Source: an optimization exercise on an open RTL-to-GDS flow (aim: small area). Production flows keep margins and buffers that such runs may drop. Function was checked by simulation only, so behaviour that the tests miss may differ from the original. In every run shown here, the design's own scripts or RTL, not TritonCTS, make the clock network. The clock port is modelled as an ideal driver, which makes a skipped or thinned clock tree look cheaper than it is; a real chip needs a root buffer or a tree. Power is estimated from default activity; no workload was simulated.

## flow/design.v

```verilog
module UART(clk, reset, load, out_port, eight, pen, ohel,
            baud, tx, rx, r_status, r_data, uart_int, uart_ds);
   input        clk, reset, load, eight, pen, ohel, rx, r_status, r_data;
   input  [3:0] baud;
   input  [7:0] out_port;
   output       tx, uart_int;
   output [7:0] uart_ds;
   reg [18:0] k;
   always @(*)
      case (baud)
         4'd0:    k = 19'd333333;
         4'd1:    k = 19'd83333;
         4'd2:    k = 19'd41667;
         4'd3:    k = 19'd20833;
         4'd4:    k = 19'd10417;
         4'd5:    k = 19'd5208;
         4'd6:    k = 19'd2604;
         4'd7:    k = 19'd1736;
         4'd8:    k = 19'd868;
         4'd9:    k = 19'd434;
         4'd10:   k = 19'd217;
         default: k = 19'd109;
      endcase
   reg        loaddi, tdoit, txbusy;    
   wire       txrdy = ~txbusy;
   reg [10:0] tsr;             
   reg [18:0] tcnt;
   reg  [3:0] tbc;
   wire tbtu  = &(tcnt | ~k);
   wire tdone = (tbc == 4'd11);
   wire p7    = ^out_port[6:0];
   wire p8    = p7 ^ out_port[7];
   wire b9    = eight ? out_port[7] : (pen ? p7 ^ ohel : 1'b1);
   wire b10   = (eight & pen) ? p8 ^ ohel : 1'b1;
   always @(posedge clk, posedge reset)
      if (reset) begin
         loaddi <= 1'b0;
         tdoit  <= 1'b0;
         txbusy <= 1'b0;
         tsr[0] <= 1'b1;
      end else begin
         loaddi <= load;
         if (loaddi)     tdoit <= 1'b1;
         else if (tdone) tdoit <= 1'b0;
         if (tdone)      txbusy <= 1'b0;
         else if (load)  txbusy <= 1'b1;
         if (loaddi)     tsr[0] <= 1'b1;
         else if (tbtu)  tsr[0] <= tsr[1];
      end
   always @(posedge clk)
      if (load)                  tsr[10:1] <= {b10, b9, out_port[6:0], 1'b0};
      else if (tbtu & ~loaddi)   tsr[10:1] <= {1'b1, tsr[10:2]};
   always @(posedge clk)
      if (!tdoit) begin
         tcnt <= 19'd0;
         tbc  <= 4'd0;
      end else if (tbtu) begin
         tcnt <= 19'd0;
         tbc  <= tbc + 4'd1;
      end else
         tcnt <= tcnt + 19'd1;
   assign tx = tsr[0];
   reg        rstart, rdoit;
   reg [18:0] rcnt;
   reg  [3:0] rbc;
   reg  [9:0] rsr;
   reg        rxrdy, perr, ferr, ovf;
   wire        rbtu = rdoit & (&(rcnt | ~{k[18:1], k[0] & ~rstart}));
   wire  [3:0] nbits = (eight & pen) ? 4'd11 : (eight | pen) ? 4'd10 : 4'd9;
   wire        rdone = (rbc == nbits);
   always @(posedge clk, posedge reset)
      if (reset) begin
         rstart <= 1'b0;
         rdoit  <= 1'b0;
      end else if (!rdoit) begin
         rstart <= ~rx;
         rdoit  <= ~rx;
      end else if (rstart) begin
         rstart <= ~rx & ~rbtu;
         rdoit  <= ~rx;
      end else if (rdone)
         rdoit  <= 1'b0;
   always @(posedge clk)
      if (!rdoit) begin
         rcnt <= 19'd0;
         rbc  <= 4'd0;
      end else if (rbtu) begin
         rcnt <= 19'd0;
         rbc  <= rbc + 4'd1;
      end else
         rcnt <= rcnt + {rstart, ~rstart};
   wire       e9 = eight & pen;
   wire       e8 = eight ^ pen;
   wire       rsh = rbtu & ~rstart;
   reg  [9:0] rsr_n;
   always @(posedge clk, posedge reset)
      if (reset)
         rsr_n <= 10'h000;
      else if (rsh) begin
         rsr_n[9]   <= ~rx;
         rsr_n[8]   <= e9 ? rsr_n[9] : ~rx;
         rsr_n[7]   <= (e9 | e8) ? rsr_n[8] : ~rx;
         rsr_n[6:0] <= rsr_n[7:1];
      end
   always @(*) rsr = ~rsr_n;
   wire [7:0] rdata  = {eight & rsr[7], rsr[6:0]};
   wire       stopb  = e9 ? rsr[9] : (pen | ~eight) ? ((e8) ? rsr[8] : rsr[7]) : 1'b0;
   reg        rpar;
   always @(posedge clk, posedge reset)
      if (reset)
         rpar <= 1'b0;
      else if (rsh)
         rpar <= rpar ^ (e9 ? rsr_n[9] : rsr_n[8]) ^ rsr_n[0];
   wire       perr_s = pen & rdone & (ohel ^ rpar ^ e9);
   wire       ferr_s = rdone & ~stopb;
   always @(posedge clk, posedge reset)
      if (reset) begin
         rxrdy <= 1'b0;
         perr  <= 1'b0;
         ferr  <= 1'b0;
         ovf   <= 1'b0;
      end else begin
         if (rdone)              rxrdy <= 1'b1;
         else if (r_data)        rxrdy <= 1'b0;
         if (perr_s)             perr  <= 1'b1;
         else if (r_data)        perr  <= 1'b0;
         if (ferr_s)             ferr  <= 1'b1;
         else if (r_data)        ferr  <= 1'b0;
         if (rdone & rxrdy)      ovf   <= 1'b1;
         else if (r_data)        ovf   <= 1'b0;
      end
   reg int_q;
   always @(posedge clk, posedge reset)
      if (reset)
         int_q <= 1'b1;
      else
         int_q <= (~txrdy & tdone) | (~rxrdy & rdone);
   assign uart_int = int_q;
   assign uart_ds  = r_status ? {3'b0, ovf, ferr, perr, txrdy, rxrdy} : rdata;
endmodule
```

## flow/flow/run.sh

```bash
#!/bin/bash
# Layout flow: the standard flow (standard.sh) with
#  - ABC mapping the logic with area scripts, keeping the smallest
#    result (flow/my_synth.tcl),
#  - the smallest buffer on the ports,
#  - a one-level clock tree placed by hand (flow/clock_buffers.tcl):
#    four clkbuf_8, each driving the registers of one quarter.
set -euo pipefail
HERE=$(pwd)
export AREA_ABC_SCRIPTS="$(ls $HERE/flow/abc_*.script | tr "\n" " ")"
export FLOW_SYNTH_TCL=$HERE/synth_recipe.tcl
export BUFFER_PORTS_ARGS="-buffer_cell sky130_fd_sc_hd__buf_1"
export PRE_CTS_TCL=$HERE/flow/clock_buffers.tcl
export CLK_BUF=sky130_fd_sc_hd__clkbuf_8
export CLK_GROUPS=4
bash standard.sh SYNTH_SCRIPT=$HERE/flow/my_synth.tcl finish > $HERE/flow_make.log 2>&1
```

## flow/flow/abc_b2.script

```
strash
scorr
balance -l
 resub -K 6 -l
 rewrite -l
 resub -K 6 -N 2 -l
 refactor -l
 resub -K 8 -l
 balance -l
 resub -K 8 -N 2 -l
 rewrite -l
 resub -K 10 -l
 rewrite -z -l
 resub -K 10 -N 2 -l
 balance -l
 resub -K 12 -l
 refactor -z -l
 resub -K 12 -N 2 -l
 rewrite -z -l
 balance -l
balance -l
 resub -K 6 -l
 rewrite -l
 resub -K 6 -N 2 -l
 refactor -l
 resub -K 8 -l
 balance -l
 resub -K 8 -N 2 -l
 rewrite -l
 resub -K 10 -l
 rewrite -z -l
 resub -K 10 -N 2 -l
 balance -l
 resub -K 12 -l
 refactor -z -l
 resub -K 12 -N 2 -l
 rewrite -z -l
 balance -l
dch -f
amap
```

## flow/flow/abc_c1.script

```
strash
scorr
balance -l
 resub -K 6 -l
 rewrite -l
 resub -K 6 -N 2 -l
 refactor -l
 resub -K 8 -l
 balance -l
 resub -K 8 -N 2 -l
 rewrite -l
 resub -K 10 -l
 rewrite -z -l
 resub -K 10 -N 2 -l
 balance -l
 resub -K 12 -l
 refactor -z -l
 resub -K 12 -N 2 -l
 rewrite -z -l
 balance -l
balance -l
 resub -K 6 -l
 rewrite -l
 resub -K 6 -N 2 -l
 refactor -l
 resub -K 8 -l
 balance -l
 resub -K 8 -N 2 -l
 rewrite -l
 resub -K 10 -l
 rewrite -z -l
 resub -K 10 -N 2 -l
 balance -l
 resub -K 12 -l
 refactor -z -l
 resub -K 12 -N 2 -l
 rewrite -z -l
 balance -l
balance -l
 resub -K 6 -l
 rewrite -l
 resub -K 6 -N 2 -l
 refactor -l
 resub -K 8 -l
 balance -l
 resub -K 8 -N 2 -l
 rewrite -l
 resub -K 10 -l
 rewrite -z -l
 resub -K 10 -N 2 -l
 balance -l
 resub -K 12 -l
 refactor -z -l
 resub -K 12 -N 2 -l
 rewrite -z -l
 balance -l
balance -l
 resub -K 6 -l
 rewrite -l
 resub -K 6 -N 2 -l
 refactor -l
 resub -K 8 -l
 balance -l
 resub -K 8 -N 2 -l
 rewrite -l
 resub -K 10 -l
 rewrite -z -l
 resub -K 10 -N 2 -l
 balance -l
 resub -K 12 -l
 refactor -z -l
 resub -K 12 -N 2 -l
 rewrite -z -l
 balance -l
dch -f
amap
```

## flow/flow/abc_c4.script

```
strash
scorr
balance -l
 resub -K 6 -l
 rewrite -l
 resub -K 6 -N 2 -l
 refactor -l
 resub -K 8 -l
 balance -l
 resub -K 8 -N 2 -l
 rewrite -l
 resub -K 10 -l
 rewrite -z -l
 resub -K 10 -N 2 -l
 balance -l
 resub -K 12 -l
 refactor -z -l
 resub -K 12 -N 2 -l
 rewrite -z -l
 balance -l
balance -l
 resub -K 6 -l
 rewrite -l
 resub -K 6 -N 2 -l
 refactor -l
 resub -K 8 -l
 balance -l
 resub -K 8 -N 2 -l
 rewrite -l
 resub -K 10 -l
 rewrite -z -l
 resub -K 10 -N 2 -l
 balance -l
 resub -K 12 -l
 refactor -z -l
 resub -K 12 -N 2 -l
 rewrite -z -l
 balance -l
dc2
dch -f
amap
```

## flow/flow/abc_d3.script

```
strash
scorr
balance -l
 resub -K 6 -l
 rewrite -l
 resub -K 6 -N 2 -l
 refactor -l
 resub -K 8 -l
 balance -l
 resub -K 8 -N 2 -l
 rewrite -l
 resub -K 10 -l
 rewrite -z -l
 resub -K 10 -N 2 -l
 balance -l
 resub -K 12 -l
 refactor -z -l
 resub -K 12 -N 2 -l
 rewrite -z -l
 balance -l
balance -l
 resub -K 6 -l
 rewrite -l
 resub -K 6 -N 2 -l
 refactor -l
 resub -K 8 -l
 balance -l
 resub -K 8 -N 2 -l
 rewrite -l
 resub -K 10 -l
 rewrite -z -l
 resub -K 10 -N 2 -l
 balance -l
 resub -K 12 -l
 refactor -z -l
 resub -K 12 -N 2 -l
 rewrite -z -l
 balance -l
&get -n
&dch -f
&nf -p -a -R 1000
&put
```

## flow/flow/abc_e1.script

```
strash
scorr
balance -l
 resub -K 6 -l
 rewrite -l
 resub -K 6 -N 2 -l
 refactor -l
 resub -K 8 -l
 balance -l
 resub -K 8 -N 2 -l
 rewrite -l
 resub -K 10 -l
 rewrite -z -l
 resub -K 10 -N 2 -l
 balance -l
 resub -K 12 -l
 refactor -z -l
 resub -K 12 -N 2 -l
 rewrite -z -l
 balance -l
balance -l
 resub -K 6 -l
 rewrite -l
 resub -K 6 -N 2 -l
 refactor -l
 resub -K 8 -l
 balance -l
 resub -K 8 -N 2 -l
 rewrite -l
 resub -K 10 -l
 rewrite -z -l
 resub -K 10 -N 2 -l
 balance -l
 resub -K 12 -l
 refactor -z -l
 resub -K 12 -N 2 -l
 rewrite -z -l
 balance -l
balance -l
 resub -K 6 -l
 rewrite -l
 resub -K 6 -N 2 -l
 refactor -l
 resub -K 8 -l
 balance -l
 resub -K 8 -N 2 -l
 rewrite -l
 resub -K 10 -l
 rewrite -z -l
 resub -K 10 -N 2 -l
 balance -l
 resub -K 12 -l
 refactor -z -l
 resub -K 12 -N 2 -l
 rewrite -z -l
 balance -l
&get -n
&dch -f
&nf -p -a -R 1000
&put
```

## flow/flow/abc_e5.script

```
strash
scorr
balance -l
 resub -K 6 -l
 rewrite -l
 resub -K 6 -N 2 -l
 refactor -l
 resub -K 8 -l
 balance -l
 resub -K 8 -N 2 -l
 rewrite -l
 resub -K 10 -l
 rewrite -z -l
 resub -K 10 -N 2 -l
 balance -l
 resub -K 12 -l
 refactor -z -l
 resub -K 12 -N 2 -l
 rewrite -z -l
 balance -l
balance -l
 resub -K 6 -l
 rewrite -l
 resub -K 6 -N 2 -l
 refactor -l
 resub -K 8 -l
 balance -l
 resub -K 8 -N 2 -l
 rewrite -l
 resub -K 10 -l
 rewrite -z -l
 resub -K 10 -N 2 -l
 balance -l
 resub -K 12 -l
 refactor -z -l
 resub -K 12 -N 2 -l
 rewrite -z -l
 balance -l
&get -n
&dch
&nf -p -a -R 1000
&put
```

## flow/flow/abc_f1.script

```
strash
scorr
balance -l
 resub -K 6 -l
 rewrite -l
 resub -K 6 -N 2 -l
 refactor -l
 resub -K 8 -l
 balance -l
 resub -K 8 -N 2 -l
 rewrite -l
 resub -K 10 -l
 rewrite -z -l
 resub -K 10 -N 2 -l
 balance -l
 resub -K 12 -l
 refactor -z -l
 resub -K 12 -N 2 -l
 rewrite -z -l
 balance -l
balance -l
 resub -K 6 -l
 rewrite -l
 resub -K 6 -N 2 -l
 refactor -l
 resub -K 8 -l
 balance -l
 resub -K 8 -N 2 -l
 rewrite -l
 resub -K 10 -l
 rewrite -z -l
 resub -K 10 -N 2 -l
 balance -l
 resub -K 12 -l
 refactor -z -l
 resub -K 12 -N 2 -l
 rewrite -z -l
 balance -l
balance -l
 resub -K 6 -l
 rewrite -l
 resub -K 6 -N 2 -l
 refactor -l
 resub -K 8 -l
 balance -l
 resub -K 8 -N 2 -l
 rewrite -l
 resub -K 10 -l
 rewrite -z -l
 resub -K 10 -N 2 -l
 balance -l
 resub -K 12 -l
 refactor -z -l
 resub -K 12 -N 2 -l
 rewrite -z -l
 balance -l
&get -n
&dch
&nf -p -a -R 1000
&put
```

## flow/flow/clock_buffers.tcl

```tcl
# Sourced before CTS (PRE_CTS_TCL). Builds a one-level clock tree by hand:
# the registers are split by position into $::env(CLK_GROUPS) groups, each
# driven by one $::env(CLK_BUF) placed at the group's centre and fed by the
# clock port. TritonCTS is then skipped; the rest of the CTS step (legalizing,
# timing repair) runs as usual.
set block [ord::get_db_block]
set db [ord::get_db]
set clk_net [$block findNet clk]
set master [$db findMaster $::env(CLK_BUF)]
set ngroups $::env(CLK_GROUPS)

set sinks {}
foreach it [$clk_net getITerms] {
  set box [[$it getInst] getBBox]
  set x [expr {([$box xMin] + [$box xMax]) / 2}]
  set y [expr {([$box yMin] + [$box yMax]) / 2}]
  lappend sinks [list $it $x $y]
}
set n [llength $sinks]
puts "clock_buffers: $n clock sinks, $ngroups groups of $::env(CLK_BUF)"

# split along the longer side of the sinks' bounding box, then the other
set xs [lmap s $sinks {lindex $s 1}]
set ys [lmap s $sinks {lindex $s 2}]
set w [expr {[tcl::mathfunc::max {*}$xs] - [tcl::mathfunc::min {*}$xs]}]
set h [expr {[tcl::mathfunc::max {*}$ys] - [tcl::mathfunc::min {*}$ys]}]

proc split_groups {sinks k axis} {
  if {$k <= 1} { return [list $sinks] }
  set sorted [lsort -real -index $axis $sinks]
  set k1 [expr {$k / 2}]
  set cut [expr {([llength $sorted] * $k1) / $k}]
  set other [expr {$axis == 1 ? 2 : 1}]
  return [concat [split_groups [lrange $sorted 0 [expr {$cut - 1}]] $k1 $other] \
                 [split_groups [lrange $sorted $cut end] [expr {$k - $k1}] $other]]
}
set groups [split_groups $sinks $ngroups [expr {$w >= $h ? 1 : 2}]]

set gi 0
foreach g $groups {
  set sx 0; set sy 0
  foreach s $g { set sx [expr {$sx + [lindex $s 1]}]; set sy [expr {$sy + [lindex $s 2]}] }
  set cx [expr {int($sx / [llength $g])}]
  set cy [expr {int($sy / [llength $g])}]
  set inst [odb::dbInst_create $block $master "clkbuf_hand_$gi"]
  set net [odb::dbNet_create $block "clknet_hand_$gi"]
  $net setSigType CLOCK
  [$inst findITerm A] connect $clk_net
  [$inst findITerm X] connect $net
  foreach s $g {
    set it [lindex $s 0]
    $it disconnect
    $it connect $net
  }
  $inst setLocation $cx $cy
  $inst setPlacementStatus PLACED
  puts "clock_buffers: clkbuf_hand_$gi at ($cx, $cy) drives [llength $g] sinks"
  incr gi
}

proc clock_tree_synthesis {args} {
  puts "clock_tree_synthesis skipped: the clock buffers were placed by clock_buffers.tcl"
}
```

## flow/flow/my_synth.tcl

```tcl
# The standard flow's synthesis script (synth_recipe.tcl, unchanged), with ABC mapping the
# combinational logic by area-oriented scripts: each script in
# AREA_ABC_SCRIPTS maps the same logic and the smallest result is kept.
# Registers are mapped by dfflibmap before ABC runs, so they are the
# standard synthesis's.
proc abc {args} {
  set si [lsearch -exact $args -script]
  set li [lsearch -exact $args -liberty]
  set lib [lindex $args [expr {$li + 1}]]
  yosys design -save pre_abc
  set best_area ""
  set best_script ""
  foreach s $::env(AREA_ABC_SCRIPTS) {
    yosys design -load pre_abc
    lset args [expr {$si + 1}] $s
    puts "abc (area script $s): $args"
    yosys abc {*}$args
    yosys tee -q -o $::env(OBJECTS_DIR)/abc_try_area.txt stat -liberty $lib
    set f [open $::env(OBJECTS_DIR)/abc_try_area.txt r]
    set txt [read $f]
    close $f
    regexp {Chip area for module[^:]*:\s*([0-9.]+)} $txt -> area
    puts "abc script $s: area $area"
    if { $best_area eq "" || $area < $best_area } {
      set best_area $area
      set best_script $s
      yosys design -save best_abc
    }
  }
  puts "abc: keeping $best_script (area $best_area)"
  yosys design -load best_abc
}
source $::env(FLOW_SYNTH_TCL)
```

## flow/standard.sh

```bash
#!/bin/bash
# synth_recipe.tcl (not shown) runs the flow's synth.tcl, then flattens the netlist and writes it again
# the make line also repeats each setting of config.mk as NAME=value (left out here)
make -C /OpenROAD-flow-scripts/flow DESIGN_CONFIG=/design/flow/config.mk WORK_HOME=/design/flow/orfs CLKGATE_MAP_FILE= SYNTH_SCRIPT=/design/flow/synth_recipe.tcl "${@:-finish}"
```

## flow/config.mk

```make
export PLATFORM = sky130hd
export DESIGN_NAME = UART
export DESIGN_NICKNAME = UART
export VERILOG_FILES = /design/flow/design.v
export SDC_FILE = /design/flow/constraint.sdc
export NUM_CORES = 4
export LEC_CHECK = 0
export CAP_MARGIN = 20
export CORE_MARGIN = 2
export CORE_UTILIZATION = 40
export PLACE_DENSITY = 0.6
export SLEW_MARGIN = 20
```

## flow/constraint.sdc

```tcl
create_clock -name core_clock -period 10.0 [get_ports {clk}]
set_input_delay 2.0000 -clock core_clock [delete_from_list [all_inputs] [get_ports {clk}]]
set_output_delay 2.0000 -clock core_clock [all_outputs]
set_load 0.01 [all_outputs]
```

==> flow_metrics.env, run 1 <==
export IMPL_hold_end="tbc[3]"
export IMPL_finalNetCount=468
export IMPL_crit_required_ns=10.05
export IMPL_synthesis_nets=431
export IMPL_path_class="in2reg"
export IMPL_finalClockSkew_ns=0.008007
export IMPL_status="complete, no violations"
export IMPL_pre_cts_slack_ns=4.724
export IMPL_hold_class="reg2reg"
export IMPL_io_buffers=30
export IMPL_min_period_ns=5.157
export IMPL_ios=31
export IMPL_finalSetupViolCount=0
export IMPL_power_per_cell_area_nw_per_um2=163.3
export IMPL_via_per_inst=5.540
export IMPL_worst_slew_pin_slew_ns=0.9156
export IMPL_synth_cell_type_count=39
export IMPL_dp_hpwl_um=5623
export IMPL_clkTransAtPathRegs_ns=0.12
export IMPL_rr_startpoint="rstart"
export IMPL_die_w_um=99.26
export IMPL_yosysMostFrequentCell="dfxtp_1"
export IMPL_max_cap_violations=0
export IMPL_cts_repair_resized=0
export IMPL_grt_max_degree=23
export IMPL_reg2regPathDepth=14
export IMPL_r2r_setup_slack_ns=6.83
export IMPL_insertion_delay_ns=0.17
export IMPL_synth_top_flop_cell="dfxtp_1"
export IMPL_rows=34
export IMPL_wl_um=7560
export IMPL_tns_ns=0
export IMPL_post_cts_buffers=0
export IMPL_maxSlewHeadroom_pct=38.49
export IMPL_syn_inst=396
export IMPL_area_growth_syn_to_layout_pct=8.549
export IMPL_track_usage_pct=15.19
export IMPL_finalCritPeriodShare_pct=51.57
export IMPL_synthTopCellsByCount="47 x dfxtp_1, 45 x nor2_1, 40 x a21oi_1"
export IMPL_gp_congestion=0.8984
export IMPL_fmax_mhz=193.9
export IMPL_peakVddDrop_uv=60.61
export IMPL_synth_top_area_share_pct=25.92
export IMPL_ys_ff_latch=78
export IMPL_holdPathStages=1
export IMPL_syn_area_um2=3630
export IMPL_fp_dieH_um=99.26
export IMPL_ys_seq_area_share_pct=48.60
export IMPL_critPathLaunchType="input port"
export IMPL_leakage_uw=0.001652
export IMPL_crit_path_max_fanout=15
export IMPL_syn_avg_cell_area_um2=9.166
export IMPL_start_util_pct=41.42
export IMPL_async_reset_ff_share_pct=28.21
export IMPL_synth_edf_count=9
export IMPL_drv_slew=0
export IMPL_vias=2986
export IMPL_grt_pass1_vias=2745
export IMPL_overflow=0
export IMPL_grt_pass1_wl_um=12930
export IMPL_drc=0
export IMPL_hold_path_startpoint="tbc[3]"
export IMPL_layout_drive_gt1_share_pct=1.624
export IMPL_reg2reg_to="rcnt[18]"
export IMPL_cp_arrival_ns=5.21
export IMPL_firstDrtPassIters=4
export IMPL_antenna_found_initial=0
export IMPL_end_kind="flip-flop"
export IMPL_hold_violations=0
export IMPL_yosys_warnings=1
export IMPL_rsz0062_at_grt="false"
export IMPL_ant_nets=0
export IMPL_drt_initial_drc_count=131
export IMPL_hold_buffers=0
export IMPL_die_area_um2=9853
export IMPL_yosys_area_top_type="dfxtp_1"
export IMPL_num_antenna_cells=0
export IMPL_core_um2=8763
export IMPL_worst_slack_ns=4.843
export IMPL_wl_per_cell_um=14.03
export IMPL_synth_area_leaders="dfxtp_1 26%, dfrtp_1 14%, edfxtp_1 7.4%"
## final cells by class
| cell class | count | area (µm²) |
|---|---|---|
| well taps | 108 | 135.1 |
| plain buffers | 4 | 55.05 |
| fillers | 870 | 4823 |
| inverters | 18 | 67.56 |
| repair buffers | 31 | 120.1 |
| flip-flops and latches | 78 | 1764 |
| multi-input cells | 300 | 1798 |
## per-layer routing
metal,wire [µm],global-route usage [%],vias to the layer above
li1,-,-,1526
met1,3675,21.75,1393
met2,3467,25.99,58
met3,302,1.054,9
met4,114,2.002,0
met5,0,0,-
## flip-flops by register name (all words and copies together), names as in the netlist, 4 cells and up
name   count
rcnt      19
rbc        4
tcnt      19
tsr       11
tbc        4
rsr_n     10
## cell families after synthesis
logic type / Yosys count / share of synthesized area [%]
AO/OA/AOI/OAI: 108 / 18.24
multiplexers: 2 / 0.5516
AND/OR/NAND/NOR: 161 / 22.10
XOR/XNOR: 15 / 3.619
adder cells (fa/ha/maj): 14 / 5.033
flip-flops: 78 / 48.60
buffers and inverters: 18 / 1.861
## placed cells by master (no fill, tap or decap), types with 3 or more instances in the layout
cell	count
xor2_1	5
a22o_1	11
a31oi_1	3
a21oi_1	40
ha_1	13
buf_1	30
o21ai_0	22
clkbuf_8	4
nor4_1	3
nor3_1	36
o22ai_1	12
o21a_1	3
clkinv_1	18
a21o_1	3
edfxtp_1	9
nor2_1	45
o211ai_1	3
nor2b_1	7
and2_0	6
and3_1	31
dfrtp_1	20
xnor2_1	10
dfxtp_1	47
nand3_1	7
nand2_1	19
## report_power, final
group          switching (µW)  internal, µW  leakage, µW
Sequential               39.4           358     0.000756
Clock                    79.5          37.6    0.0000288
Combinational            70.2          58.4     0.000868
## per-stage QoR
step / util, % / total power, µW / instances / hold WS (ns) / area (µm²)
floorplan: - / 491.8 / 396 / 0.4222 / 3630
global placement: 44.33 / 526.8 / 535 / 0.4376 / 3885
detailed placement: 44.33 / 532.7 / 535 / 0.4439 / 3885
CTS: 44.96 / 618.0 / 539 / 0.4503 / 3940
global route: 44.96 / 684.3 / 539 / 0.4964 / 3940
finish: 44.96 / 643.3 / 539 / 0.4634 / 3940
## worst max-delay path: stages
cell	delay (ns)
buf_1	0.32
clkinv_1	0.31
nand3_1	0.25
and2_0	0.20
nor2_1	0.05
nor4_1	0.29
o211ai_1	0.13
nor3_1	0.71
nand3_1	0.57
a21oi_1	0.28
o31ai_1	0.10
## worst max path at each step
stage	from	slack, ns	end
4_1_cts	baud[3]	4.72	rsr_n[8]
3_3_place_gp	baud[3]	4.86	rpar
5_1_grt	baud[3]	4.39	rpar
6_report	baud[3]	4.84	rsr_n[8]
2_1_floorplan	baud[0]	5.61	rsr_n[8]
3_5_place_dp	baud[3]	4.72	rsr_n[8]
==> run 2: changes to the inputs <==
--- a/flow/design.v
+++ b/flow/design.v
@@ -62,5 +62,6 @@
    assign tx = tsr[0];
-   reg        rstart, rdoit;
+   reg        rdoit;
    reg [18:0] rcnt;
    reg  [3:0] rbc;
+   wire       rstart = rdoit & (rbc == 4'd0);
    reg  [9:0] rsr;
@@ -71,13 +72,8 @@
    always @(posedge clk, posedge reset)
-      if (reset) begin
-         rstart <= 1'b0;
-         rdoit  <= 1'b0;
-      end else if (!rdoit) begin
-         rstart <= ~rx;
-         rdoit  <= ~rx;
-      end else if (rstart) begin
-         rstart <= ~rx & ~rbtu;
-         rdoit  <= ~rx;
-      end else if (rdone)
-         rdoit  <= 1'b0;
+      if (reset)
+         rdoit <= 1'b0;
+      else if (!rdoit | rstart)
+         rdoit <= ~rx;
+      else if (rdone)
+         rdoit <= 1'b0;
    always @(posedge clk)
--- a/flow/flow/run.sh
+++ b/flow/flow/run.sh
@@ -2,3 +2,4 @@
 # Layout flow: the standard flow (standard.sh) with
-#  - ABC mapping the logic with area scripts, keeping the smallest
+#  - no separate half/full adder extraction (ADDER_MAP_FILE empty), so
+#    that ABC maps all the logic, with area scripts, keeping the smallest
 #    result (flow/my_synth.tcl),
@@ -15,2 +16,2 @@
 export CLK_GROUPS=4
-bash standard.sh SYNTH_SCRIPT=$HERE/flow/my_synth.tcl finish > $HERE/flow_make.log 2>&1
+bash standard.sh SYNTH_SCRIPT=$HERE/flow/my_synth.tcl ADDER_MAP_FILE= finish > $HERE/flow_make.log 2>&1
==> run 2 against run 1 <==
Against the previous run:
- still clean
- fmax is 5.6% lower
- power is 11% lower
- wire length is 3.5% lower
- hold slack worse by 0.0063 ns
- sequential cell count is 1 lower
- sequential share of layout area is 2.6 points higher
- design area is 6.9% lower
- synthesized area is 7.2% lower
- first-iteration DRC count is 11% higher
- via count is 4.4% lower
- combinational power is 31% lower
- highest routed layer unchanged
==> flow_metrics.env, run 2 <==
export IMPL_tns_ns=0
export IMPL_insertion_delay_ns=0.17
export IMPL_fill_cells=853
export IMPL_cp_startpoint="baud[2]"
export IMPL_track_usage_pct=16.39
export IMPL_seq_area_um2=1739
export IMPL_grt_pass1_vias=2654
export IMPL_syn_avg_cell_area_um2=8.506
export IMPL_yosys_warnings=1
export IMPL_crit_required_ns=10.10
export IMPL_critPathLaunchType="input port"
export IMPL_power_per_cell_area_nw_per_um2=155.6
export IMPL_finalSetupViolCount=0
export IMPL_cts_repair_resized=0
export IMPL_dp_hpwl_um=5631
export IMPL_synthesis_nets=417
export IMPL_gp_congestion=0.9088
export IMPL_rsz0062_at_grt="false"
export IMPL_grt_max_degree=22
export IMPL_maxSlewHeadroom_pct=48.55
export IMPL_via_per_inst=5.336
export IMPL_area_growth_syn_to_layout_pct=8.878
export IMPL_fin_cells=535
export IMPL_cp_arrival_ns=5.57
export IMPL_path_delay_family="simple AND/OR/NAND/NOR gates"
export IMPL_synth_edf_count=9
export IMPL_path_common_cell="nor2_1"
export IMPL_rows=33
export IMPL_cp_slowest_cell="nor2_1"
export IMPL_fp_dieH_um=95.77
export IMPL_synth_top_flop_cell="dfxtp_1"
export IMPL_reg_top3="rcnt (19), tcnt (19), tsr (11)"
export IMPL_critical_path_max_stage_delay_ns=0.49
export IMPL_max_cap_violations=0
export IMPL_wl_per_cell_um=13.63
export IMPL_ys_ff_latch=77
export IMPL_vias=2855
export IMPL_ios=31
export IMPL_min_period_ns=5.465
export IMPL_worst_slew_pin_slew_ns=0.7670
export IMPL_leakage_uw=0.001377
export IMPL_synth_cell_type_count=32
export IMPL_hold_buffers=0
export IMPL_num_antenna_cells=0
export IMPL_layout_drive_gt1_share_pct=1.395
export IMPL_clkTransAtPathRegs_ns=0.11
export IMPL_crit_path_max_fanout=12
export IMPL_power_uw=570.8
export IMPL_synth_area_leaders="dfxtp_1 28%, dfrtp_1 14%, nor2_1 10%"
export IMPL_finalNetCount=453
export IMPL_synth_top_area_share_pct=27.93
export IMPL_syn_inst=396
export IMPL_die_area_um2=9171
export IMPL_wl_um=7293
export IMPL_finalClockSkew_ns=0.008609
export IMPL_rr_startpoint="rbc[1]"
export IMPL_start_util_pct=41.20
export IMPL_grt_pass1_wl_um=12430
export IMPL_end_kind="flip-flop"
export IMPL_io_buffers=30
export IMPL_peakVddDrop_uv=93.91
export IMPL_multi_input_area_um2=1498
export IMPL_syn_area_um2=3368
export IMPL_drt_initial_drc_count=146
export IMPL_yosys_area_top_type="dfxtp_1"
export IMPL_post_cts_buffers=0
export IMPL_status="complete, no violations"
export IMPL_drc=0
export IMPL_finalCritPeriodShare_pct=54.65
export IMPL_core_um2=8175
export IMPL_final_cell_mix="90 x nor2_1, 47 x dfxtp_1, 40 x nor3_1, 35 x clkinv_1, 30 x buf_1"
export IMPL_hold_class="reg2reg"
export IMPL_ys_seq_area_share_pct=51.63
export IMPL_firstDrtPassIters=4
export IMPL_hold_violations=0
export IMPL_ant_nets=0
export IMPL_path_cells="buf_1 > clkinv_1 > nor2_1 > nor2_1 > o21ai_0 > o22ai_1 > nor2_1 > o2111ai_1 > or4_1 > nor3_1 > nand2_1 > nor2_1 > clkinv_1 > a211oi_1 > nor2_1 > a21oi_1"
export IMPL_antenna_found_initial=0
export IMPL_async_reset_ff_share_pct=27.27
export IMPL_die_w_um=95.77
export IMPL_yosysMostFrequentCell="nor2_1"
export IMPL_placedCellCount=531
export IMPL_fmax_mhz=183.0
export IMPL_overflow=0
export IMPL_path_class="in2reg"
export IMPL_synthTopCellsByCount="90 x nor2_1, 47 x dfxtp_1, 40 x nor3_1"
export IMPL_drv_slew=0
export IMPL_cp_num_buf_inv=3
export IMPL_hold_path_startpoint="tbc[3]"
export IMPL_mostFrequentLayoutCell="nor2_1"
run 2: worst paths after layout:
| kind | endpoint | slack [ns] | cells past startpoint |
|---|---|---|---|
| max in group asynchronous | tsr[0] | 7.80 | 2 |
| max | rpar | 4.53 | 16 |
| min | tbc[3] | 0.46 | 1 |
| max reg2reg | rpar | 6.31 | 12 |
| min reg2reg | tbc[3] | 0.46 | 1 |
| min in group asynchronous | perr | 1.82 | 2 |
run 2: final cells by class:
| cell class | instances | area share [%] |
|---|---|---|
| flip-flops and latches | 77 | 47.42 |
| multi-input cells | 284 | 40.84 |
| inverters | 35 | 3.582 |
| well taps | 105 | 3.582 |
| repair buffers | 30 | 3.071 |
| plain buffers | 4 | 1.501 |
run 2: logic make-up (layout without fill, tap and decap cells):
logic type             count (synthesis)  in the layout  synth area share (%)
XOR/XNOR                               2              2                0.5202
AO/OA/AOI/OAI                         85             85                 17.05
AND/OR/NAND/NOR                      197            197                 26.89
flip-flops                            77             77                 51.63
buffers and inverters                 35             69                 3.901
run 2: metrics by stage:
step,area (µm²),hold WS (ns),setup slack (ns),utilization [%]
after global routing,3667,0.4986,4.024,44.86
final,3667,0.4572,4.535,44.86
after global placement,3612,0.4434,4.456,44.18
after detailed placement,3612,0.4474,4.391,44.18
after floorplan,3368,0.4102,5.293,-
after CTS,3667,0.4461,4.375,44.86
run 2: power breakdown:
group	total [µW]	internal [µW]	switching [µW]	leakage [µW]
Clock	114	37.5	76.6	0.0000288
Combinational	89.3	37.0	52.3	0.000631
Sequential	367	344	23.6	0.000717
Total	571	418	153	0.00138
run 2: routing by layer:
layer  up-vias  GRT usage [%]  share of wire [%]
met5         -              0                  0
met4         0          1.548                1.1
met3         5         0.7831                2.3
met2        24          25.52                 44
met1      1329          26.10                 52
li1       1497              -                  -
==> run 3: changes to the inputs <==
--- a/flow/design.v
+++ b/flow/design.v
@@ -103,9 +103,3 @@
    wire       stopb  = e9 ? rsr[9] : (pen | ~eight) ? ((e8) ? rsr[8] : rsr[7]) : 1'b0;
-   reg        rpar;
-   always @(posedge clk, posedge reset)
-      if (reset)
-         rpar <= 1'b0;
-      else if (rsh)
-         rpar <= rpar ^ (e9 ? rsr_n[9] : rsr_n[8]) ^ rsr_n[0];
-   wire       perr_s = pen & rdone & (ohel ^ rpar ^ e9);
+   wire       perr_s = pen & rdone & (ohel ^ (^rsr[7:0]) ^ (eight & rsr[8]));
    wire       ferr_s = rdone & ~stopb;
==> run 3 against run 2 <==
Against the previous run:
- synthesized area about the same
- register-to-register slack better by 0.81 ns
- combinational power up 120%
- sequential power up 16%
- final cell count up 1.5%
- sequential share of layout area down 0.67 points
- die area about the same
- first-iteration DRC count down 8.2%
- design area about the same
- utilization about the same
- setup slack better by 0.14 ns
- critical endpoint is now tsr[2]
==> flow_metrics.env, run 3 <==
export IMPL_gp_congestion=0.9087
export IMPL_rsz0062_at_grt="false"
export IMPL_worst_slew_pin_slew_ns=0.7534
export IMPL_io_buffers=30
export IMPL_fin_cells=543
export IMPL_placedCellCount=539
export IMPL_synthTopCellsByCount="93 x nor2_1, 47 x dfxtp_1, 41 x nor3_1"
export IMPL_hold_path_startpoint="rxrdy"
export IMPL_wl_um=7419
export IMPL_ys_seq_area_share_pct=50.91
export IMPL_grt_pass1_wl_um=12340
export IMPL_end_kind="flip-flop"
export IMPL_track_usage_pct=16.25
export IMPL_wl_per_cell_um=13.66
export IMPL_cp_arrival_ns=5.19
export IMPL_mostFrequentLayoutCell="nor2_1"
export IMPL_synth_top_area_share_pct=27.95
export IMPL_yosysMostFrequentCell="nor2_1"
export IMPL_crit_path_max_fanout=10
export IMPL_final_cell_mix="93 x nor2_1, 47 x dfxtp_1, 41 x nor3_1, 37 x clkinv_1"
export IMPL_syn_inst=404
export IMPL_async_reset_ff_share_pct=26.32
export IMPL_r2r_setup_slack_ns=7.12
export IMPL_tns_ns=0
export IMPL_fill_cells=844
export IMPL_overflow=0
export IMPL_fin_util_pct=44.84
export IMPL_finalNetCount=461
export IMPL_insertion_delay_ns=0.17
export IMPL_synth_cell_type_count=37
export IMPL_synthesis_nets=425
export IMPL_finalCritPeriodShare_pct=53.25
export IMPL_critPathLaunchType="input port"
export IMPL_crit_required_ns=9.87
export IMPL_post_cts_buffers=0
export IMPL_rr_startpoint="tcnt[16]"
export IMPL_antenna_found_initial=0
export IMPL_fp_dieH_um=95.75
export IMPL_maxSlewHeadroom_pct=49.58
export IMPL_rows=33
export IMPL_layout_drive_gt1_share_pct=1.370
export IMPL_syn_avg_cell_area_um2=8.334
export IMPL_start_util_pct=41.18
export IMPL_ys_ff_latch=76
export IMPL_synth_area_leaders="dfxtp_1 28%, dfrtp_1 13%, nor2_1 10%"
export IMPL_area_growth_syn_to_layout_pct=8.882
export IMPL_dp_hpwl_um=5604
export IMPL_ant_nets=0
export IMPL_cp_startpoint="baud[0]"
export IMPL_fmax_mhz=187.8
export IMPL_yosys_area_top_type="dfxtp_1"
export IMPL_hold_class="reg2reg"
export IMPL_die_area_um2=9167
export IMPL_drt_initial_drc_count=134
export IMPL_num_antenna_cells=0
export IMPL_power_per_cell_area_nw_per_um2=201.7
export IMPL_status="complete, no violations"
export IMPL_clkTransAtPathRegs_ns=0.12
export IMPL_grt_max_degree=21
export IMPL_via_per_inst=5.497
export IMPL_finalSetupViolCount=0
export IMPL_peakVddDrop_uv=66.93
export IMPL_drc=0
export IMPL_firstDrtPassIters=4
export IMPL_min_period_ns=5.325
export IMPL_vias=2985
export IMPL_reg_top3="rcnt (19), tcnt (19), tsr (11)"
export IMPL_die_w_um=95.75
export IMPL_hold_buffers=0
export IMPL_grt_pass1_vias=2621
export IMPL_core_um2=8175
export IMPL_syn_area_um2=3367
export IMPL_hold_violations=0
export IMPL_yosys_warnings=1
export IMPL_max_cap_violations=0
export IMPL_synth_top_flop_cell="dfxtp_1"
export IMPL_leakage_uw=0.001414
export IMPL_synth_edf_count=9
export IMPL_ios=31
export IMPL_path_class="in2reg"
export IMPL_cts_repair_resized=0
export IMPL_drv_slew=0
export IMPL_finalClockSkew_ns=0.006041
==> run 3: cells by family (layout without fill, tap and decap cells) <==
logic type      Yosys count  count (layout)  share of synthesized area, %
simple gates            203             203                         27.39
flops                    76              76                         50.91
buf+inv                  37              71                         4.125
compound gates           88              88                         17.58
==> run 3: metal layers <==
layer  share of wire [%]  vias to the layer above  track usage (%)
li1                    -                     1526                -
met1                  53                     1380            26.11
met2                  41                       68            24.53
met3                 3.5                       11           0.9397
met4                 1.6                        0            2.262
met5                   0                        -                0
==> run 3: layout make-up <==
| cell class | instances | area [µm²] | area share, % |
|---|---|---|---|
| flip-flops and latches | 76 | 1714 | 46.76 |
| multi-input cells | 291 | 1514 | 41.30 |
| inverters | 37 | 138.9 | 3.788 |
| well taps | 105 | 131.4 | 3.584 |
| repair buffers | 30 | 112.6 | 3.072 |
| plain buffers | 4 | 55.05 | 1.502 |
==> run 3: power breakdown <==
group / leakage, µW / internal, µW / switching [µW] / total [µW]
Clock: 0.0000288 / 37.5 / 76.6 / 114
Sequential: 0.000690 / 374 / 53.8 / 427
Combinational: 0.000696 / 84.7 / 113 / 198
==> run 3: path summary, 6_finish.rpt <==
path	cells past startpoint	endpoint
max	13	tsr[2]
min	1	int_q
max reg2reg	8	tsr[2]
min reg2reg	1	int_q
max in group asynchronous	2	tsr[0]
min in group asynchronous	2	rxrdy
==> run 3: stage by stage <==
step	power, µW	setup WS, ns	area (µm²)	hold WS (ns)
floorplan	576.1	5.541	3367	0.4133
global placement	627.7	4.433	3611	0.4297
detailed placement	630.2	4.459	3611	0.4448
CTS	715.0	4.465	3666	0.4448
global route	798.4	4.354	3666	0.4888
finish	739.5	4.675	3666	0.4625
==> run 3: worst max-delay path, stage by stage <==
cell and delay (ns):
buf_1 0.17, clkinv_1 0.16, nor2_1 0.25, clkinv_1 0.18
a32oi_1 0.34, nor2_1 0.07, nor4_1 0.21, nand4_1 0.13
nor4_1 0.36, clkinv_1 0.27, nor2_1 0.63, nor2_1 0.17
clkinv_1 0.25
==> run 4: changes to the inputs <==
--- a/flow/flow/run.sh
+++ b/flow/flow/run.sh
@@ -5,3 +5,3 @@
 #    result (flow/my_synth.tcl),
-#  - the smallest buffer on the ports,
+#  - the standard port buffers,
 #  - a one-level clock tree placed by hand (flow/clock_buffers.tcl):
@@ -12,3 +12,2 @@
 export FLOW_SYNTH_TCL=$HERE/synth_recipe.tcl
-export BUFFER_PORTS_ARGS="-buffer_cell sky130_fd_sc_hd__buf_1"
 export PRE_CTS_TCL=$HERE/flow/clock_buffers.tcl
==> run 4 against run 3 <==
Against the previous run:
- still clean on timing, DRC and antenna
- synthesized area did not move
- global-route usage decreased by 0.14 points
- clock skew rose by 0.0011 ns
- clock power barely moved
- combinational power is 7% higher
==> flow_metrics.env, run 4 <==
export IMPL_status="complete, no violations"
export IMPL_final_cell_mix="93 x nor2_1, 47 x dfxtp_1, 41 x nor3_1, 37 x clkinv_1"
export IMPL_synth_area_leaders="dfxtp_1 28%, dfrtp_1 13%, nor2_1 10%"
export IMPL_yosys_area_top_type="dfxtp_1"
export IMPL_wl_um=7327
export IMPL_synth_cell_type_count=37
export IMPL_path_class="in2out"
export IMPL_power_uw=752.6
export IMPL_rows=33
export IMPL_crit_required_ns=8.00
export IMPL_fp_dieH_um=95.75
export IMPL_grt_pass1_wl_um=12130
export IMPL_worst_slack_ns=4.365
export IMPL_yosys_warnings=1
export IMPL_antenna_found_initial=0
export IMPL_area_growth_syn_to_layout_pct=14.46
export IMPL_insertion_delay_ns=0.17
export IMPL_power_per_cell_area_nw_per_um2=195.3
export IMPL_max_cap_violations=0
export IMPL_gp_congestion=1.022
export IMPL_grt_max_degree=21
export IMPL_finalClockSkew_ns=0.007145
export IMPL_clkTransAtPathRegs_ns=0.11
export IMPL_rsz0062_at_grt="false"
export IMPL_wl_per_cell_um=13.49
export IMPL_cp_arrival_ns=3.63
export IMPL_grt_pass1_vias=2632
export IMPL_worst_slew_pin_slew_ns=0.7200
export IMPL_firstDrtPassIters=5
export IMPL_syn_inst=404
export IMPL_dp_hpwl_um=5601
export IMPL_end_kind="output pin"
export IMPL_rr_startpoint="rdoit"
export IMPL_yosysMostFrequentCell="nor2_1"
export IMPL_ys_ff_latch=76
export IMPL_die_area_um2=9167
export IMPL_hold_buffers=0
export IMPL_crit_path_max_fanout=9
export IMPL_hold_violations=0
export IMPL_pre_cts_slack_ns=4.223
export IMPL_start_util_pct=41.18
export IMPL_fmax_mhz=177.5
export IMPL_holdPathStages=1
export IMPL_critPathLaunchType="input port"
export IMPL_maxSlewHeadroom_pct=51.82
export IMPL_core_um2=8175
export IMPL_synthTopCellsByCount="93 x nor2_1, 47 x dfxtp_1, 41 x nor3_1"
export IMPL_die_w_um=95.75
export IMPL_num_antenna_cells=0
export IMPL_ios=31
export IMPL_async_reset_ff_share_pct=26.32
export IMPL_overflow=0
export IMPL_vias=2973
export IMPL_drc=0
export IMPL_hold_path_startpoint="rxrdy"
export IMPL_drv_slew=0
export IMPL_hold_class="reg2reg"
export IMPL_synthesis_nets=425
export IMPL_io_buffers=30
export IMPL_ys_seq_area_share_pct=50.91
export IMPL_drt_initial_drc_count=175
export IMPL_synth_top_flop_cell="dfxtp_1"
export IMPL_track_usage_pct=16.11
export IMPL_r2r_setup_slack_ns=7.12
export IMPL_ant_nets=0
export IMPL_reg2reg_to="rcnt[17]"
export IMPL_cts_repair_resized=0
export IMPL_min_period_ns=5.635
export IMPL_syn_area_um2=3367
export IMPL_reg_top3="rcnt (19), tcnt (19), tsr (11)"
export IMPL_reg2regPathDepth=14
export IMPL_hold_end="int_q"
export IMPL_finalSetupViolCount=0
export IMPL_leakage_uw=0.001493
export IMPL_peakVddDrop_uv=120.3
export IMPL_synth_top_area_share_pct=27.95
export IMPL_synth_edf_count=9
export IMPL_finalCritPeriodShare_pct=56.35
export IMPL_via_per_inst=5.475
export IMPL_tns_ns=0
export IMPL_post_cts_buffers=0
export IMPL_syn_avg_cell_area_um2=8.334
export IMPL_mostFrequentLayoutCell="nor2_1"
export IMPL_layout_drive_gt1_share_pct=1.370
export IMPL_finalNetCount=461
==> run 4: changes by cell type in the layout (fill, tap and decap cells not counted) <==
cell	delta
clkdlybuf4s50_1	+30
buf_1	-30
==> run 4: worst max-delay path by stage <==
stage,startpoint,to,slack (ns),cells past startpoint
floorplan,eight,uart_ds[7],5.54,2
global route,baud[0],tsr[9],3.97,13
detailed placement,baud[0],tsr[6],4.22,13
global placement,baud[0],tsr[6],4.37,13
finish,r_status,uart_ds[4],4.37,4
CTS,baud[0],tsr[6],4.23,13
==> run 4: power breakdown <==
group | leakage, µW | total (µW) | switching [µW] | internal (µW)
Combinational | 0.000774 | 212 | 114 | 98.1
Sequential | 0.000690 | 428 | 54.5 | 374
Clock | 0.0000288 | 113 | 75.4 | 37.4
==> run 4: kinds of logic (layout without fill, tap and decap cells) <==
family	count (synthesis)	count (layout)	synth area share, %
AO/OA/AOI/OAI	88	88	17.58
flip-flops	76	76	50.91
buffers and inverters	37	71	4.125
AND/OR/NAND/NOR	203	203	27.39
==> run 4: stage by stage <==
step	util [%]	hold WS [ns]	area, µm²	cells
2_1_floorplan	-	0.4133	3367	404
3_3_place_gp	46.46	0.4366	3799	539
3_5_place_dp	46.46	0.4551	3799	539
4_1_cts	47.14	0.4551	3854	543
5_1_grt	47.14	0.4916	3854	543
6_report	47.14	0.4675	3854	543
==> run 4: critical path, cell delays in order <==
cell             delay, ns
clkdlybuf4s50_1       0.63
clkinv_1              0.21
o22ai_1               0.23
clkdlybuf4s50_1       0.57
==> run 4: layout make-up <==
cell class,instances,area [µm²]
Multi-Input combinational cell,291,1514
Sequential cell,76,1714
Buffer,4,55.05
Timing Repair Buffer,30,300.3
Fill cell,804,4322
Tap cell,105,131.4
Inverter,37,138.9
==> run 4: metal layers <==
layer	GRT usage, %	part of all wire, %
met1	25.22	52
met2	24.65	43
met3	1.018	2.9
met4	3.095	1.8
met5	0	0

-- port drivers added, routing unchanged --
No port has a modelled driver above. Below, the same layouts with a new extraction and two added sets of constraints. Step 1, drivers: a clkbuf_16 drives clk and a buf_2 each remaining input, both assumed. Step 2 also shifts input and output timing later by t, the mid clock arrival at the registers, as if the neighbouring blocks saw the same clock. Slacks: ideal ports / drivers / drivers and shift; pairs: ideal ports / drivers.
run | t, ns | setup WS [ns] | clock arrival spread, ns | worst data-port slew with drivers (ns)
run 1 | 0.235 | 4.843 / 4.886 / 4.651 | 0.008 / 0.008 | 0.03
run 2 | 0.230 | 4.535 / 4.575 / 4.345 | 0.009 / 0.009 | 0.03
run 3 | 0.227 | 4.675 / 4.712 / 4.485 | 0.006 / 0.006 | 0.03
run 4 | 0.226 | 4.365 / 4.342 / 4.220 | 0.007 / 0.008 | 0.03
After both steps setup and hold are still met in every run listed. The setup slack of run 1, which loses most, moves by +0.043 ns with the drivers and by -0.192 ns with both steps.
